This is an optimization exercise on Yosys and OpenROAD, whose aim is small area, a short achievable clock period and few clock cycles, not a production implementation.
Only simulation tests tie the RTL to the original design; equivalence was not proved.
Power and IR drop assume default switching activity.

==> inputs of exp/lagoon <==
// MyDesign
module MyDesign(
      output reg        dut_busy                   ,
      input  wire       dut_run                    ,
      input  wire       reset_b                    ,
      input  wire       clk                        ,
      output            input_sram_write_enable    ,
      output     [11:0] input_sram_write_addresss  ,
      output     [15:0] input_sram_write_data      ,
      output     [11:0] input_sram_read_address    ,
      input wire [15:0] input_sram_read_data       ,
      output reg        output_sram_write_enable    ,
      output reg [11:0] output_sram_write_addresss  ,
      output reg [15:0] output_sram_write_data      ,
      output     [11:0] output_sram_read_address    ,
      input wire [15:0] output_sram_read_data       ,
      output            scratchpad_sram_write_enable    ,
      output     [11:0] scratchpad_sram_write_addresss  ,
      output     [15:0] scratchpad_sram_write_data      ,
      output     [11:0] scratchpad_sram_read_address    ,
      input wire [15:0] scratchpad_sram_read_data       ,
      output            weights_sram_write_enable    ,
      output     [11:0] weights_sram_write_addresss  ,
      output     [15:0] weights_sram_write_data      ,
      output reg [11:0] weights_sram_read_address    ,
  ...
clock: 13.0 ns
lec_check: 0
cap_margin: 60
core_margin: 2
core_utilization: 40
cts_cluster_diameter: 100
cts_cluster_size: 25
gpl_timing_driven: 1
slew_margin: 60
standard.sh (not shown) runs the stock make flow with config.mk's settings and CLKGATE_MAP_FILE= SYNTH_SCRIPT=/design/flow/synth_recipe.tcl, a recipe that flattens the netlist after the stock synthesis.
==> flow/flow/run.sh <==
#!/bin/bash
# Own layout flow: the standard flow (standard.sh) with two changes.
#  1. After the standard synthesis, fa_polarity.py chooses each full adder's polarity (a full
#     adder is self-dual) and swaps simple gates for their complements, so that most of the
#     inverters Yosys leaves between the adders of the multiplier tree go away. Registers and
#     their cells are untouched; the netlist computes the same function.
#  2. Ports are buffered with sky130_fd_sc_hd__buf_4 (one buffer per port, as the standard
#     flow does) instead of the buffer buffer_ports picks by itself.
# Each step's full output goes to a log file in the work folder.
set -euo pipefail
W=$PWD
RES=$W/orfs/results/${FLOW_PLATFORM}/MyDesign/base
bash standard.sh synth > 1_std_synth.log 2>&1
cp "$RES/1_2_yosys.v" 1_2_yosys.standard.v
python3 flow/fa_polarity.py 1_2_yosys.standard.v 1_2_yosys.polarity.v --size '^\\x[0-2][0-2]\[=sky130_fd_sc_hd__dfxtp_2' '^\\(addr|waddr|output_sram_write|dut_busy)=sky130_fd_sc_hd__dfxtp_2' > 2_fa_polarity.log 2>&1
cp 1_2_yosys.polarity.v "$RES/1_2_yosys.v"
rm -f "$RES/1_synth.odb" "$RES/1_synth.sdc"
bash standard.sh synth > 3_std_synth_odb.log 2>&1
bash standard.sh "BUFFER_PORTS_ARGS=-buffer_cell sky130_fd_sc_hd__buf_4" finish > 4_std_layout.log 2>&1
Other scripts of this flow, unchanged in this note and not shown: flow/flow/fa_polarity.py
==> exp/willow (differences from exp/lagoon) <==
--- a/flow/config.mk
+++ b/flow/config.mk
@@ -8,7 +8,7 @@
 export CAP_MARGIN = 60
 export CORE_MARGIN = 2
 export CORE_UTILIZATION = 40
-export CTS_CLUSTER_DIAMETER = 100
-export CTS_CLUSTER_SIZE = 25
-export GPL_TIMING_DRIVEN = 1
+export CTS_BUF_LIST = sky130_fd_sc_hd__clkbuf_16 sky130_fd_sc_hd__clkbuf_8
+export CTS_CLUSTER_DIAMETER = 60
+export CTS_CLUSTER_SIZE = 40
 export SLEW_MARGIN = 60
==> qor summary <==
metric                                                             exp/lagoon    exp/willow
Result of the run                                    timing/DRC/antenna clean  timing/DRC/antenna clean
Endpoint of the worst hold-timing path                           u_tree.ra[2]        sr1[4]
Layout Area Growth over Synthesis                                      7.378%        9.207%
Clock buffer count from CTS                                                24            31
Post-layout instance count excluding filler cells                       3,544         3,566
Worst r2r src                                                        kr[7][3]      kr[8][5]
Power density normalized to cell area                            182.1 nW/µm²  187.8 nW/µm²
Global-route wire length before repair                               130.2 mm      129.9 mm
Count of nets after finishing                                           3,216         3,226
GRT Util Overall                                                       22.78%        22.90%
Total instance count after detailed placement                           3,500         3,503
Post-Route M1 WL                                                     34.01 mm      35.02 mm
Layout Cell Area excl Fill                                         32,540 µm²    33,100 µm²
DR iter-0 viols                                                         1,385         1,379
DP Worst Slack                                                        8915 ps       8880 ps
Final clock skew                                                     24.64 ps      23.87 ps
Buffers excl. clock                                                       104           107
Clock latency reported for the late side of the worst-skew pair        610 ps        660 ps
Fraction of area in multi-input gates                                  55.89%        54.95%
Testbench counts of exp/lagoon, summed over its fixed seeds: cycles 72,146.
Testbench counts of exp/willow, summed over its fixed seeds: cycles 72,146.

[port drivers added, routing unchanged]
The flow's constraints put no driver on any port. The routed layouts listed below were extracted and timed again, unchanged, in two steps.
Step 1 assumes that a clkbuf_16 drives the clock port and a buf_2 every other input.
Step 2 also shifts input and output timing later by t, the mid clock arrival at the registers, as if the neighbouring blocks saw the same clock.
a / b / c = ideal / step 1 / step 2; a / b = the first two.
run | shift t [ns] | setup slack, ns | worst register clock-pin slew, ns
exp/lagoon | 0.657 | 9.172 / 9.116 / 8.924 | 0.11 / 0.11
exp/willow | 0.699 | 9.137 / 9.079 / 8.900 | 0.10 / 0.10
After both steps every run listed still meets setup and hold. The setup slack of exp/lagoon, which loses most, moves by -0.056 ns with the drivers and by -0.248 ns with both steps.
